Source: an optimization exercise on an open RTL-to-GDS flow (aim: small area, a short achievable clock period and few clock cycles per item). Production flows keep margins and buffers that such runs may drop. Function was not checked in any run shown here: the RTL went through the layout flow alone.

==> flow/design.v (outline; a module is shown in full before it is edited, if it fits) <==
// module mult32x32_arith: 1927 lines
// module mult32x32_fa: 7 lines
// module mult32x32_ha: 7 lines
// module mult32x32_fsm: 8 lines
// module mult32x32: 20 lines
module mult32x32 (
    input logic clk,             
    input logic reset,           
    input logic start,           
    input logic [31:0] a,        
    input logic [31:0] b,        
    output logic busy,           
    output logic [63:0] product  
);
  // ...
==> flow/flow/run.sh <==
#!/bin/bash
# Standard ORFS layout, with a plain buffer on each port and a tighter
# setup target for repair_timing.
set -euo pipefail
export BUFFER_PORTS_ARGS="-buffer_cell sky130_fd_sc_hd__buf_2"
export SETUP_SLACK_MARGIN=5
bash standard.sh > standard.log 2>&1
==> flow/standard.sh <==
#!/bin/bash
# synth_recipe.tcl (not shown) runs the flow's synth.tcl, then flattens the netlist and writes it again
# the make line also repeats each setting of config.mk as NAME=value (left out here)
make -C /OpenROAD-flow-scripts/flow DESIGN_CONFIG=/design/flow/config.mk WORK_HOME=/design/flow/orfs CLKGATE_MAP_FILE= SYNTH_SCRIPT=/design/flow/synth_recipe.tcl "${@:-finish}"
==> flow/config.mk <==
export PLATFORM = sky130hd
export DESIGN_NAME = mult32x32
export DESIGN_NICKNAME = mult32x32
export VERILOG_FILES = /design/flow/design.v
export SDC_FILE = /design/flow/constraint.sdc
export NUM_CORES = 4
export LEC_CHECK = 0
export CAP_MARGIN = 20
export CORE_MARGIN = 2
export CORE_UTILIZATION = 40
export SLEW_MARGIN = 20
export SYNTH_HIERARCHICAL = 1
export SYNTH_MINIMUM_KEEP_SIZE = 0
==> flow/constraint.sdc <==
create_clock -name core_clock -period 12.0 [get_ports {clk}]
set_input_delay 2.4000 -clock core_clock [delete_from_list [all_inputs] [get_ports {clk}]]
set_output_delay 2.4000 -clock core_clock [all_outputs]
set_load 0.01 [all_outputs]
==> reports/metrics.yaml, run 1 <==
grt:
  antenna_found_initial: 5
  grt_use_total_pct: 28.0
  top_usage_layer: "met2"
sta:
  skew_ps: 0
  final.setup.tns_ps: 0
  fin_crit_ps: 6920
clock_network:
  cts_buffer_depth: 2
  clock_sinks: 148
  cts_resized: 2
logic_synthesis:
  synth-compound-area-share_pct: 17.1
  yosys_warnings: 7
  synth_most_common_cell: "xnor2_1"
  netlist_instances: 2889
  synth_edf_count: 147
setup_path:
  arrival_ps: 7080
  end_kind: "flip-flop"
  reg2reg_depth: 2
layout:
  top_register: "arith.sum_q"
  largest_cell_class: "multi-input combinational cells"
floorplan:
  core_mm2: 0.0728
  tapCellCount: 959
drt:
  wl_met1_um: 43400
status:
  status: "finished clean"
run:
  cap_violations: 0
==> run 2, diff against run 1 <==
--- a/flow/design.v
+++ b/flow/design.v
@@ -513,78 +513,16 @@
 logic s913, c914;
 logic s915, c916;
 logic s917, c918;
 logic s919, c920;
 logic s921, c922;
 logic s923, c924;
 logic s925, c926;
 logic s927, c928;
-logic s929, c930;
-logic s931, c932;
-logic s933, c934;
-logic s935, c936;
-logic s937, c938;
-logic s939, c940;
-logic s941, c942;
-logic s943, c944;
-logic s945, c946;
-logic s947, c948;
-logic s949, c950;
-logic s951, c952;
-logic s953, c954;
-logic s955, c956;
-logic s957, c958;
-logic s959, c960;
-logic s961, c962;
-logic s963, c964;
-logic s965, c966;
-logic s967, c968;
-logic s969, c970;
-logic s971, c972;
-logic s973, c974;
-logic s975, c976;
-logic s977, c978;
-logic s979, c980;
-logic s981, c982;
-logic s983, c984;
-logic s985, c986;
-logic s987, c988;
-logic s989, c990;
-logic s991, c992;
-logic s993, c994;
-logic s995, c996;
-logic s997, c998;
-logic s999, c1000;
-logic s1001, c1002;
-logic s1003, c1004;
-logic s1005, c1006;
-logic s1007, c1008;
-logic s1009, c1010;
-logic s1011, c1012;
-logic s1013, c1014;
-logic s1015, c1016;
-logic s1017, c1018;
-logic s1019, c1020;
-logic s1021, c1022;
-logic s1023, c1024;
-logic s1025, c1026;
-logic s1027, c1028;
-logic s1029, c1030;
-logic s1031, c1032;
-logic s1033, c1034;
-logic s1035, c1036;
-logic s1037, c1038;
-logic s1039, c1040;
-logic s1041, c1042;
-logic s1043, c1044;
-logic s1045, c1046;
-logic s1047, c1048;
-logic s1049, c1050;
-logic s1051, c1052;
 logic [63:0] sum_d, carry_d;
 logic [63:0] sum_q, carry_q;
 logic [63:0] third_d, third_q;
 logic valid;
 assign one0 = b[0] ^ 1'b0;
 assign two0 = (b[1] & ~b[0] & ~1'b0) | (~b[1] & b[0] & 1'b0);
 assign neg0 = b[1] & ~(b[0] & 1'b0);
 assign x0 = {1'b0, a} ^ {33{neg0}};
@@ -1651,270 +1589,208 @@
 mult32x32_fa s915_i (.x(c792), .y(s795), .z(c794), .s(s915), .c(c916));
 mult32x32_fa s917_i (.x(s799), .y(c796), .z(s801), .s(s917), .c(c918));
 mult32x32_fa s919_i (.x(c800), .y(s803), .z(s805), .s(s919), .c(c920));
 mult32x32_fa s921_i (.x(pp15[29]), .y(c804), .z(c806), .s(s921), .c(c922));
 mult32x32_fa s923_i (.x(s809), .y(pp14[32]), .z(pp15[30]), .s(s923), .c(c924));
 mult32x32_fa s925_i (.x(~neg14), .y(c810), .z((a[29] & b[31])), .s(s925), .c(c926));
 assign s927 = ~(a[30] & b[31]);
 assign c928 = (a[30] & b[31]);
-mult32x32_ha s929_i (.x(neg1), .y(pp0[2]), .s(s929), .c(c930));
-mult32x32_ha s931_i (.x(pp0[3]), .y(pp1[1]), .s(s931), .c(c932));
-mult32x32_fa s933_i (.x(pp1[2]), .y(pp2[0]), .z(s811), .s(s933), .c(c934));
-mult32x32_fa s935_i (.x(pp2[1]), .y(c812), .z(s813), .s(s935), .c(c936));
-mult32x32_fa s937_i (.x(c814), .y(s599), .z(s815), .s(s937), .c(c938));
-mult32x32_fa s939_i (.x(s601), .y(c816), .z(s817), .s(s939), .c(c940));
-mult32x32_fa s941_i (.x(s603), .y(c818), .z(s819), .s(s941), .c(c942));
-mult32x32_fa s943_i (.x(s607), .y(c820), .z(s821), .s(s943), .c(c944));
-mult32x32_fa s945_i (.x(s613), .y(c822), .z(s823), .s(s945), .c(c946));
-mult32x32_fa s947_i (.x(s617), .y(c824), .z(s825), .s(s947), .c(c948));
-mult32x32_fa s949_i (.x(s621), .y(c826), .z(s827), .s(s949), .c(c950));
-mult32x32_fa s951_i (.x(s625), .y(c828), .z(s829), .s(s951), .c(c952));
-mult32x32_fa s953_i (.x(s629), .y(c830), .z(s831), .s(s953), .c(c954));
-mult32x32_fa s955_i (.x(s633), .y(c832), .z(s833), .s(s955), .c(c956));
-mult32x32_fa s957_i (.x(s637), .y(c834), .z(s835), .s(s957), .c(c958));
-mult32x32_fa s959_i (.x(s641), .y(c836), .z(s837), .s(s959), .c(c960));
-mult32x32_fa s961_i (.x(s645), .y(c838), .z(s839), .s(s961), .c(c962));
-mult32x32_fa s963_i (.x(s649), .y(c840), .z(s841), .s(s963), .c(c964));
-mult32x32_fa s965_i (.x(s653), .y(c842), .z(s843), .s(s965), .c(c966));
-mult32x32_fa s967_i (.x(s657), .y(c844), .z(s845), .s(s967), .c(c968));
-mult32x32_fa s969_i (.x(s661), .y(c846), .z(s847), .s(s969), .c(c970));
-mult32x32_fa s971_i (.x(s665), .y(c848), .z(s849), .s(s971), .c(c972));
-mult32x32_fa s973_i (.x(s669), .y(c850), .z(s851), .s(s973), .c(c974));
-mult32x32_fa s975_i (.x(s673), .y(c852), .z(s853), .s(s975), .c(c976));
-mult32x32_ha s977_i (.x(s677), .y(c854), .s(s977), .c(c978));
-mult32x32_ha s979_i (.x(s681), .y(c856), .s(s979), .c(c980));
-mult32x32_ha s981_i (.x(s685), .y(c858), .s(s981), .c(c982));
-mult32x32_ha s983_i (.x(s689), .y(c860), .s(s983), .c(c984));
-mult32x32_ha s985_i (.x(s693), .y(c862), .s(s985), .c(c986));
-mult32x32_ha s987_i (.x(s697), .y(c864), .s(s987), .c(c988));
-mult32x32_ha s989_i (.x(s701), .y(c866), .s(s989), .c(c990));
-mult32x32_ha s991_i (.x(s705), .y(c868), .s(s991), .c(c992));
-mult32x32_ha s993_i (.x(s709), .y(c870), .s(s993), .c(c994));
-mult32x32_ha s995_i (.x(s713), .y(c872), .s(s995), .c(c996));
-mult32x32_ha s997_i (.x(s717), .y(c874), .s(s997), .c(c998));
-mult32x32_ha s999_i (.x(s721), .y(c876), .s(s999), .c(c1000));
-mult32x32_ha s1001_i (.x(s725), .y(c878), .s(s1001), .c(c1002));
-mult32x32_ha s1003_i (.x(s729), .y(c880), .s(s1003), .c(c1004));
-mult32x32_ha s1005_i (.x(s733), .y(c882), .s(s1005), .c(c1006));
-mult32x32_ha s1007_i (.x(s737), .y(c884), .s(s1007), .c(c1008));
-mult32x32_ha s1009_i (.x(s741), .y(c886), .s(s1009), .c(c1010));
-mult32x32_ha s1011_i (.x(c742), .y(s889), .s(s1011), .c(c1012));
-mult32x32_ha s1013_i (.x(c746), .y(s891), .s(s1013), .c(c1014));
-mult32x32_ha s1015_i (.x(s753), .y(c892), .s(s1015), .c(c1016));
-mult32x32_fa s1017_i (.x(s757), .y(c894), .z(s895), .s(s1017), .c(c1018));
-mult32x32_fa s1019_i (.x(s761), .y(c896), .z(s897), .s(s1019), .c(c1020));
-mult32x32_fa s1021_i (.x(s765), .y(c898), .z(s899), .s(s1021), .c(c1022));
-mult32x32_fa s1023_i (.x(s769), .y(c900), .z(s901), .s(s1023), .c(c1024));
-mult32x32_fa s1025_i (.x(s773), .y(c902), .z(s903), .s(s1025), .c(c1026));
-mult32x32_fa s1027_i (.x(s777), .y(c904), .z(s905), .s(s1027), .c(c1028));
-mult32x32_fa s1029_i (.x(c778), .y(s907), .z(c906), .s(s1029), .c(c1030));
-mult32x32_fa s1031_i (.x(s785), .y(c908), .z(s909), .s(s1031), .c(c1032));
-mult32x32_fa s1033_i (.x(s789), .y(c910), .z(s911), .s(s1033), .c(c1034));
-mult32x32_fa s1035_i (.x(s793), .y(c912), .z(s913), .s(s1035), .c(c1036));
-mult32x32_fa s1037_i (.x(s797), .y(c914), .z(s915), .s(s1037), .c(c1038));
-mult32x32_fa s1039_i (.x(c798), .y(s917), .z(c916), .s(s1039), .c(c1040));
-mult32x32_fa s1041_i (.x(c802), .y(s919), .z(c918), .s(s1041), .c(c1042));
-mult32x32_fa s1043_i (.x(s807), .y(c920), .z(s921), .s(s1043), .c(c1044));
-mult32x32_fa s1045_i (.x(c808), .y(s923), .z(c922), .s(s1045), .c(c1046));
-mult32x32_fa s1047_i (.x(s925), .y(pp15[31]), .z(c924), .s(s1047), .c(c1048));
-mult32x32_fa s1049_i (.x(s927), .y(c926), .z(pp15[32]), .s(s1049), .c(c1050));
-mult32x32_fa s1051_i (.x(~neg15), .y(c928), .z((a[31] & b[31])), .s(s1051), .c(c1052));
 assign sum_d[0] = neg0;
 assign carry_d[0] = pp0[0];
 assign third_d[0] = 1'b0;
 assign sum_d[1] = pp0[1];
 assign carry_d[1] = 1'b0;
 assign third_d[1] = 1'b0;
-assign sum_d[2] = s929;
-assign carry_d[2] = pp1[0];
-assign third_d[2] = 1'b0;
-assign sum_d[3] = c930;
-assign carry_d[3] = s931;
+assign sum_d[2] = neg1;
+assign carry_d[2] = pp0[2];
+assign third_d[2] = pp1[0];
+assign sum_d[3] = pp0[3];
+assign carry_d[3] = pp1[1];
 assign third_d[3] = 1'b0;
-assign sum_d[4] = c932;
-assign carry_d[4] = s933;
-assign third_d[4] = 1'b0;
-assign sum_d[5] = c934;
-assign carry_d[5] = s935;
-assign third_d[5] = 1'b0;
-assign sum_d[6] = c936;
-assign carry_d[6] = s937;
-assign third_d[6] = 1'b0;
-assign sum_d[7] = c938;
-assign carry_d[7] = s939;
-assign third_d[7] = 1'b0;
-assign sum_d[8] = c940;
-assign carry_d[8] = s941;
-assign third_d[8] = 1'b0;
-assign sum_d[9] = c942;
-assign carry_d[9] = s943;
-assign third_d[9] = 1'b0;
-assign sum_d[10] = c944;
-assign carry_d[10] = s945;
-assign third_d[10] = 1'b0;
-assign sum_d[11] = c946;
-assign carry_d[11] = s947;
-assign third_d[11] = 1'b0;
-assign sum_d[12] = c948;
-assign carry_d[12] = s949;
-assign third_d[12] = 1'b0;
-assign sum_d[13] = c950;
-assign carry_d[13] = s951;
-assign third_d[13] = 1'b0;
-assign sum_d[14] = c952;
-assign carry_d[14] = s953;
-assign third_d[14] = 1'b0;
-assign sum_d[15] = c954;
-assign carry_d[15] = s955;
-assign third_d[15] = 1'b0;
-assign sum_d[16] = c956;
-assign carry_d[16] = s957;
-assign third_d[16] = 1'b0;
-assign sum_d[17] = c958;
-assign carry_d[17] = s959;
-assign third_d[17] = 1'b0;
-assign sum_d[18] = c960;
-assign carry_d[18] = s961;
-assign third_d[18] = 1'b0;
-assign sum_d[19] = c962;
-assign carry_d[19] = s963;
-assign third_d[19] = 1'b0;
-assign sum_d[20] = c964;
-assign carry_d[20] = s965;
-assign third_d[20] = 1'b0;
-assign sum_d[21] = c966;
-assign carry_d[21] = s967;
-assign third_d[21] = 1'b0;
-assign sum_d[22] = c968;
-assign carry_d[22] = s969;
-assign third_d[22] = 1'b0;
-assign sum_d[23] = c970;
-assign carry_d[23] = s971;
-assign third_d[23] = 1'b0;
-assign sum_d[24] = c972;
-assign carry_d[24] = s973;
-assign third_d[24] = 1'b0;
-assign sum_d[25] = c974;
-assign carry_d[25] = s975;
-assign third_d[25] = 1'b0;
-assign sum_d[26] = c976;
-assign carry_d[26] = s977;
+assign sum_d[4] = pp1[2];
+assign carry_d[4] = pp2[0];
+assign third_d[4] = s811;
+assign sum_d[5] = pp2[1];
+assign carry_d[5] = c812;
+assign third_d[5] = s813;
+assign sum_d[6] = c814;
+assign carry_d[6] = s599;
+assign third_d[6] = s815;
+assign sum_d[7] = s601;
+assign carry_d[7] = c816;
+assign third_d[7] = s817;
+assign sum_d[8] = s603;
+assign carry_d[8] = c818;
+assign third_d[8] = s819;
+assign sum_d[9] = s607;
+assign carry_d[9] = c820;
+assign third_d[9] = s821;
+assign sum_d[10] = s613;
+assign carry_d[10] = c822;
+assign third_d[10] = s823;
+assign sum_d[11] = s617;
+assign carry_d[11] = c824;
+assign third_d[11] = s825;
+assign sum_d[12] = s621;
+assign carry_d[12] = c826;
+assign third_d[12] = s827;
+assign sum_d[13] = s625;
+assign carry_d[13] = c828;
+assign third_d[13] = s829;
+assign sum_d[14] = s629;
+assign carry_d[14] = c830;
+assign third_d[14] = s831;
+assign sum_d[15] = s633;
+assign carry_d[15] = c832;
+assign third_d[15] = s833;
+assign sum_d[16] = s637;
+assign carry_d[16] = c834;
+assign third_d[16] = s835;
+assign sum_d[17] = s641;
+assign carry_d[17] = c836;
+assign third_d[17] = s837;
+assign sum_d[18] = s645;
+assign carry_d[18] = c838;
+assign third_d[18] = s839;
+assign sum_d[19] = s649;
+assign carry_d[19] = c840;
+assign third_d[19] = s841;
+assign sum_d[20] = s653;
+assign carry_d[20] = c842;
+assign third_d[20] = s843;
+assign sum_d[21] = s657;
+assign carry_d[21] = c844;
+assign third_d[21] = s845;
+assign sum_d[22] = s661;
+assign carry_d[22] = c846;
+assign third_d[22] = s847;
+assign sum_d[23] = s665;
+assign carry_d[23] = c848;
+assign third_d[23] = s849;
+assign sum_d[24] = s669;
+assign carry_d[24] = c850;
+assign third_d[24] = s851;
+assign sum_d[25] = s673;
+assign carry_d[25] = c852;
+assign third_d[25] = s853;
+assign sum_d[26] = s677;
+assign carry_d[26] = c854;
 assign third_d[26] = s855;
-assign sum_d[27] = c978;
-assign carry_d[27] = s979;
+assign sum_d[27] = s681;
+assign carry_d[27] = c856;
 assign third_d[27] = s857;
-assign sum_d[28] = c980;
-assign carry_d[28] = s981;
+assign sum_d[28] = s685;
+assign carry_d[28] = c858;
 assign third_d[28] = s859;
-assign sum_d[29] = c982;
-assign carry_d[29] = s983;
+assign sum_d[29] = s689;
+assign carry_d[29] = c860;
 assign third_d[29] = s861;
-assign sum_d[30] = c984;
-assign carry_d[30] = s985;
+assign sum_d[30] = s693;
+assign carry_d[30] = c862;
 assign third_d[30] = s863;
-assign sum_d[31] = c986;
-assign carry_d[31] = s987;
+assign sum_d[31] = s697;
+assign carry_d[31] = c864;
 assign third_d[31] = s865;
-assign sum_d[32] = c988;
-assign carry_d[32] = s989;
+assign sum_d[32] = s701;
+assign carry_d[32] = c866;
 assign third_d[32] = s867;
-assign sum_d[33] = c990;
-assign carry_d[33] = s991;
+assign sum_d[33] = s705;
+assign carry_d[33] = c868;
 assign third_d[33] = s869;
-assign sum_d[34] = c992;
-assign carry_d[34] = s993;
+assign sum_d[34] = s709;
+assign carry_d[34] = c870;
 assign third_d[34] = s871;
-assign sum_d[35] = c994;
-assign carry_d[35] = s995;
+assign sum_d[35] = s713;
+assign carry_d[35] = c872;
 assign third_d[35] = s873;
-assign sum_d[36] = c996;
-assign carry_d[36] = s997;
+assign sum_d[36] = s717;
+assign carry_d[36] = c874;
 assign third_d[36] = s875;
-assign sum_d[37] = c998;
-assign carry_d[37] = s999;
+assign sum_d[37] = s721;
+assign carry_d[37] = c876;
 assign third_d[37] = s877;
-assign sum_d[38] = c1000;
-assign carry_d[38] = s1001;
+assign sum_d[38] = s725;
+assign carry_d[38] = c878;
 assign third_d[38] = s879;
-assign sum_d[39] = c1002;
-assign carry_d[39] = s1003;
+assign sum_d[39] = s729;
+assign carry_d[39] = c880;
 assign third_d[39] = s881;
-assign sum_d[40] = c1004;
-assign carry_d[40] = s1005;
+assign sum_d[40] = s733;
+assign carry_d[40] = c882;
 assign third_d[40] = s883;
-assign sum_d[41] = c1006;
-assign carry_d[41] = s1007;
+assign sum_d[41] = s737;
+assign carry_d[41] = c884;
 assign third_d[41] = s885;
-assign sum_d[42] = c1008;
-assign carry_d[42] = s1009;
+assign sum_d[42] = s741;
+assign carry_d[42] = c886;
 assign third_d[42] = s887;
-assign sum_d[43] = c1010;
-assign carry_d[43] = s1011;
+assign sum_d[43] = c742;
+assign carry_d[43] = s889;
 assign third_d[43] = c888;
-assign sum_d[44] = c1012;
-assign carry_d[44] = s1013;
+assign sum_d[44] = c746;
+assign carry_d[44] = s891;
 assign third_d[44] = c890;
-assign sum_d[45] = c1014;
-assign carry_d[45] = s1015;
+assign sum_d[45] = s753;
+assign carry_d[45] = c892;
 assign third_d[45] = s893;
-assign sum_d[46] = c1016;
-assign carry_d[46] = s1017;
-assign third_d[46] = 1'b0;
-assign sum_d[47] = c1018;
-assign carry_d[47] = s1019;
-assign third_d[47] = 1'b0;
-assign sum_d[48] = c1020;
-assign carry_d[48] = s1021;
-assign third_d[48] = 1'b0;
-assign sum_d[49] = c1022;
-assign carry_d[49] = s1023;
-assign third_d[49] = 1'b0;
-assign sum_d[50] = c1024;
-assign carry_d[50] = s1025;
-assign third_d[50] = 1'b0;
-assign sum_d[51] = c1026;
-assign carry_d[51] = s1027;
-assign third_d[51] = 1'b0;
-assign sum_d[52] = c1028;
-assign carry_d[52] = s1029;
-assign third_d[52] = 1'b0;
-assign sum_d[53] = c1030;
-assign carry_d[53] = s1031;
-assign third_d[53] = 1'b0;
-assign sum_d[54] = c1032;
-assign carry_d[54] = s1033;
-assign third_d[54] = 1'b0;
-assign sum_d[55] = c1034;
-assign carry_d[55] = s1035;
-assign third_d[55] = 1'b0;
-assign sum_d[56] = c1036;
-assign carry_d[56] = s1037;
-assign third_d[56] = 1'b0;
-assign sum_d[57] = c1038;
-assign carry_d[57] = s1039;
-assign third_d[57] = 1'b0;
-assign sum_d[58] = c1040;
-assign carry_d[58] = s1041;
-assign third_d[58] = 1'b0;
-assign sum_d[59] = c1042;
-assign carry_d[59] = s1043;
-assign third_d[59] = 1'b0;
-assign sum_d[60] = c1044;
-assign carry_d[60] = s1045;
-assign third_d[60] = 1'b0;
-assign sum_d[61] = c1046;
-assign carry_d[61] = s1047;
-assign third_d[61] = 1'b0;
-assign sum_d[62] = c1048;
-assign carry_d[62] = s1049;
-assign third_d[62] = 1'b0;
-assign sum_d[63] = c1050;
-assign carry_d[63] = s1051;
-assign third_d[63] = 1'b0;
+assign sum_d[46] = s757;
+assign carry_d[46] = c894;
+assign third_d[46] = s895;
+assign sum_d[47] = s761;
+assign carry_d[47] = c896;
+assign third_d[47] = s897;
+assign sum_d[48] = s765;
+assign carry_d[48] = c898;
+assign third_d[48] = s899;
+assign sum_d[49] = s769;
+assign carry_d[49] = c900;
+assign third_d[49] = s901;
+assign sum_d[50] = s773;
+assign carry_d[50] = c902;
+assign third_d[50] = s903;
+assign sum_d[51] = s777;
+assign carry_d[51] = c904;
+assign third_d[51] = s905;
+assign sum_d[52] = c778;
+assign carry_d[52] = s907;
+assign third_d[52] = c906;
+assign sum_d[53] = s785;
+assign carry_d[53] = c908;
+assign third_d[53] = s909;
+assign sum_d[54] = s789;
+assign carry_d[54] = c910;
+assign third_d[54] = s911;
+assign sum_d[55] = s793;
+assign carry_d[55] = c912;
+assign third_d[55] = s913;
+assign sum_d[56] = s797;
+assign carry_d[56] = c914;
+assign third_d[56] = s915;
+assign sum_d[57] = c798;
+assign carry_d[57] = s917;
+assign third_d[57] = c916;
+assign sum_d[58] = c802;
+assign carry_d[58] = s919;
+assign third_d[58] = c918;
+assign sum_d[59] = s807;
+assign carry_d[59] = c920;
+assign third_d[59] = s921;
+assign sum_d[60] = c808;
+assign carry_d[60] = s923;
+assign third_d[60] = c922;
+assign sum_d[61] = s925;
+assign carry_d[61] = pp15[31];
+assign third_d[61] = c924;
+assign sum_d[62] = s927;
+assign carry_d[62] = c926;
+assign third_d[62] = pp15[32];
+assign sum_d[63] = ~neg15;
+assign carry_d[63] = c928;
+assign third_d[63] = (a[31] & b[31]);
 always_ff @(posedge clk) begin
 	if (upd_prod == 1'b1) begin
 		sum_q <= sum_d;
 		carry_q <= carry_d;
 		third_q <= third_d;
 	end
 end
 always_ff @(posedge clk, posedge reset) begin
==> reports/metrics.yaml, run 2 <==
status:
  status: "finished clean"  # unchanged
grt:
  use_met2_pct: 39.8  # was 42.1%
  top_usage_layer: "met2"  # unchanged
  use_met3_pct: 8.94  # was 6.91%
  antenna_found_initial: 1  # was 5
  grt_overflow_total: 0  # unchanged
  grt_max_degree: 68  # was 76
  grtUsageMet1_pct: 36.9  # was 38.9%
  grt_pass1_vias: 24000  # was 24.3k
  grt_pass1_wl_um: 155000  # was 157,000 µm
  grt_use_total_pct: 27.0  # was 28.0%
sta:
  setup_ws_ps: 5160  # was 5080 ps
  final.setup.tns_ps: 0  # unchanged
  rsz0062_at_grt: "true"  # was false
  final.period_utilization_pct: 57.0  # was 57.7%
  fin_crit_ps: 6840  # was 6920 ps
  skew_ps: 0  # unchanged
  setup_viol_count_final: 0  # unchanged
  slew_headroom_pct: 28.4  # was 31.1%
  hold_viol_final: 0  # unchanged
  clock.fmax_mhz: 146  # was 144 MHz
  worst_slew_pin_slew_ps: 1070  # was 1030 ps
  drv_slew: 0  # unchanged
clock_network:
  cts-root-buf: "clkbuf_16"  # unchanged
  clock_latency_ps: 470  # was 460 ps
  clkTransAtPathRegs_ps: 80  # was 70 ps
  clock_sinks: 189  # was 148
  cts_hold_buf: 0  # unchanged
  cts_max_level: 4  # unchanged
  cts_buffers: 17  # unchanged
  cts_buffer_depth: 2  # unchanged
  cts_tree: "done"  # unchanged
logic_synthesis:
  synth.distinct_cells: 69  # was 75
  synth_top_family_by_area: "adder cells"  # unchanged
  async_flop_share_pct: 0.529  # was 0.676%
  syn_avg_cell_area_um2: 10.4  # was 10.2 µm²
  synthFlopType: "edfxtp_1"  # unchanged
  synth_most_common_cell: "xnor2_1"  # unchanged
  syn_nets: 3522  # was 3,616
  synth_common_cells: "xnor2_1, o22ai_1, fa_1, edfxtp_1, clkbuf_1"  # was xnor2_1, o22ai_1, fa_1, ha_1, clkbuf_1
  synth_edf_count: 188  # was 147
  ys_seq_area_share_pct: 19.0  # was 15.1%
  ys_ff_latch: 189  # was 148
  synth.mux.area_fraction_pct: 0.772  # was 1.09%
  yosysTopAreaCellShare_pct: 31.5  # was 32.0%
  netlist_instances: 2857  # was 2,889
  synth_area_leaders: "fa_1, edfxtp_1, xnor2_1"  # was fa_1, xnor2_1, edfxtp_1
  synth_top_area_cell: "fa_1"  # unchanged
  yosys_warnings: 7  # unchanged
  synth-compound-area-share_pct: 16.4  # was 17.1%
  netlist_area_mm2: 0.0298  # was 0.0294 mm²
  synthAdderAreaFrac_pct: 36.9  # was 40.1%
  yosys.area_share.simple_pct: 6.83  # was 6.48%
  synth_xor_area_share_pct: 15.8  # was 15.6%
layout:
  mostFrequentLayoutCells: "xnor2_1, o22ai_1, fa_1"  # unchanged
  seq_area_mm2: 0.00567  # was 0.00444 mm²
  multi_input_area_mm2: 0.0230  # was 0.0237 mm²
  fillers: 7039  # was 7,023
  final_core_util_pct: 43.0  # was 42.9%
  largest_reg_flops: 64  # unchanged
  top_register: "arith.sum_q"  # unchanged
  fin_area_mm2: 0.0319  # was 0.0313 mm²
  drive_above_1_share_pct: 9.37  # was 9.15%
  area_growth_pct: 6.86  # was 6.51%
  antennaDiodeCount: 0  # was 1
  reg_top3: "arith.sum_q (64), arith.carry_q (63), arith.third_q (61)"  # was arith.sum_q (64), arith.carry_q (63), arith.third_q (20)
  nNetsFinal: 3470  # was 3,568
  final_common_cell: "xnor2_1"  # unchanged
setup_path:
  cp_slowest_cell: "fa_1"  # was inv_2
  reg2reg_depth: 1  # was 2
  rrSetupSlack_ps: 10760  # was 10,940 ps
  worstSetupStartpointType: "flip-flop"  # was input pin
  critical_path_class: "reg -> out"  # was in -> reg
  end_kind: "output pin"  # was flip-flop
  worst-path-max-fanout: 9  # was 34
  worstReg2RegEnd: "arith.valid"  # unchanged
  cpMostUsedCell: "and2_1"  # was fa_1
  rr_startpoint: "arith.valid"  # unchanged
  arrival_ps: 4440  # was 7080 ps
  cp_slowest_stage_delay_ps: 770  # about the same
  required_ps: 9600  # was 12,160 ps
  crit_chain: "fa_1 -> ha_1 -> and4_1 -> and2_1 -> a22o_1 -> nor2b_1 -> a2111o_1 -> and2_1 -> a31oi_1 -> xnor2_1 -> and2_1 -> buf_2"  # was buf_2 -> ha_1 -> nand2b_1 -> inv_2 -> xnor2_1 -> o22ai_1 -> fa_1 -> fa_1 -> fa_1 -> fa_1
floorplan:
  num_io_pins: 132  # unchanged
  die_h_um: 277  # was 275 µm
  start_util_pct: 40.2  # was 40.3%
  die_width_um: 277  # was 275 µm
  die_area_mm2: 0.0768  # was 0.0756 mm²
  num_rows: 100  # was 99
  core_mm2: 0.0742  # was 0.0728 mm²
drt:
  dr_total_vias: 23800  # was 24.1k
  routed_wl_um: 105000  # was 106,000 µm
  dr.pass1.iters: 6  # unchanged
  antenna_left: 0  # unchanged
  drcViolationCount: 0  # unchanged
  drt_iter0_markers: 2644  # was 2,820
  vias_per_cell: 6.28  # was 6.32
  wl_per_cell_um: 27.7  # was 27.8 µm
placement:
  dp_hpwl_um: 79700  # was 80,900 µm
  port_buffers: 130  # unchanged
  placed_cell_area_mm2: 0.0312  # was 0.0307 mm²
  dpl_worst_slack_ps: 4710  # was 4370 ps
  gp_congestion: 0.942  # about the same
worst_hold_path:
  min_to: "arith.valid"  # unchanged
  min_path_type: "reg -> reg"  # unchanged
  hold_start: "arith.valid"  # unchanged
  whs_path_depth: 1  # was 2
run:
  cap_violations: 0  # unchanged
==> run 2: cell count changes after synthesis, sizes merged, moves of 15 or more <==
cell    change
nor2       -41
and2       +54
edfxtp     +41
ha         -62
clkbuf     +15
a21oi      -16
==> run 2: worst max-delay path by stage <==
stage	start	endpoint	slack, ps	depth (start not counted)
2_1_floorplan	b[5]	arith.third_q[33]	5680	11
5_1_grt	arith.sum_q[12]	product[57]	4990	13
3_3_place_gp	b[1]	arith.third_q[32]	4830	13
6_report	arith.sum_q[17]	product[51]	5160	12
4_1_cts	arith.sum_q[43]	product[57]	5010	12
3_5_place_dp	b[1]	arith.third_q[32]	4710	13
==> run 2: area by class of cell <==
cell class              instances  share of cell area [%]
clock buffers                  19                    1.36
clock inverters                12                   0.659
inverters                      79                   0.930
multi-input cells            2333                    72.1
flip-flops and latches        189                    17.8
well taps                     969                    3.80
repair buffers                185                    3.36
==> run 2: timing repair <==
item,in CTS,in global routing
gates resized for setup,3,6
buffers inserted,0,3
endpoints found under the setup margin,4,11
pin swaps,0,2
hold endpoints to repair,0,0
==> run 2: per-module statistics from Yosys, one instance, submodules excluded, excerpt <==
module | copies in the design | cell area, µm² | cells
mult32x32_arith | 1 | 21100 | 2406
mult32x32_fa | 409 | 20.0 | 1
mult32x32_fsm | 1 | 18.8 | 3
mult32x32_ha | 39 | 12.5 | 1
==> run 2: worst max-delay path, delay by kind of cell, from the launching register on <==
| kind | cells | cell delay (ps) |
|---|---|---|
| adder cells (fa/ha/maj) | 2 | 1170 |
| AO/OA/AOI/OAI | 3 | 1080 |
| AND/OR/NAND/NOR | 5 | 980 |
| flip-flops | 1 | 400 |
| XOR/XNOR | 1 | 200 |
| buffers and inverters | 1 | 130 |
==> run 2: cells by family (layout without fill, tap and decap cells) <==
logic type	after synthesis	in the layout
muxes	23	23
DFF	189	189
AOI/OAI and AO/OA	780	780
adders and majority gates	598	598
buffers and inverters	335	295
and+or+nand+nor	392	392
xor gates and xnor gates	539	539
other	1	1
==> run 2: metal layers <==
metal / wire length (µm) / share of wire (%)
met4: 3980 / 3.8
met1: 42700 / 41
met2: 44800 / 43
met5: 0 / 0
met3: 13300 / 13
==> run 2: through the flow <==
stage | std cells | hold slack, ps
2_1_floorplan | 2857 | 730
3_3_place_gp | 3752 | 1150
3_5_place_dp | 3752 | 1190
4_1_cts | 3783 | 1200
5_1_grt | 3786 | 1280
6_report | 3786 | 1160

[what the ideal ports hide]
How much do the figures lean on ideal ports? The routed layouts below were timed once more, with nothing changed but the port constraints.
Step 1 (the two cells are an assumption about what drives the block):
set clk [get_ports {clk}]
set_driving_cell -lib_cell sky130_fd_sc_hd__clkbuf_16 $clk
set_driving_cell -lib_cell sky130_fd_sc_hd__buf_2 [delete_from_list [all_inputs] $clk]
Step 2 times the ports against the registers' clock, not the clock port: input delays grow and output delays shrink by t, the midpoint of the rising clock arrivals with the driver on.
a / b / c = no drivers / after step 1 / after step 2; a / b = the first two.
| run | t (ns) | setup slack, ns | worst hold slack (ns) | latest minus earliest clock arrival (ns) | worst register clock-pin slew, ns |
|---|---|---|---|---|---|
| run 1 | 0.514 | 5.079 / 5.115 / 4.602 | 0.884 / 0.884 / 0.884 | 0.013 / 0.013 | 0.07 / 0.07 |
| run 2 | 0.527 | 5.158 / 5.097 / 4.702 | 1.162 / 1.162 / 1.162 | 0.018 / 0.018 | 0.08 / 0.08 |
After both steps every run listed still meets setup and hold. For run 1, which loses most, drivers alone change the setup slack by +0.036 ns; drivers and shift together by -0.477 ns.
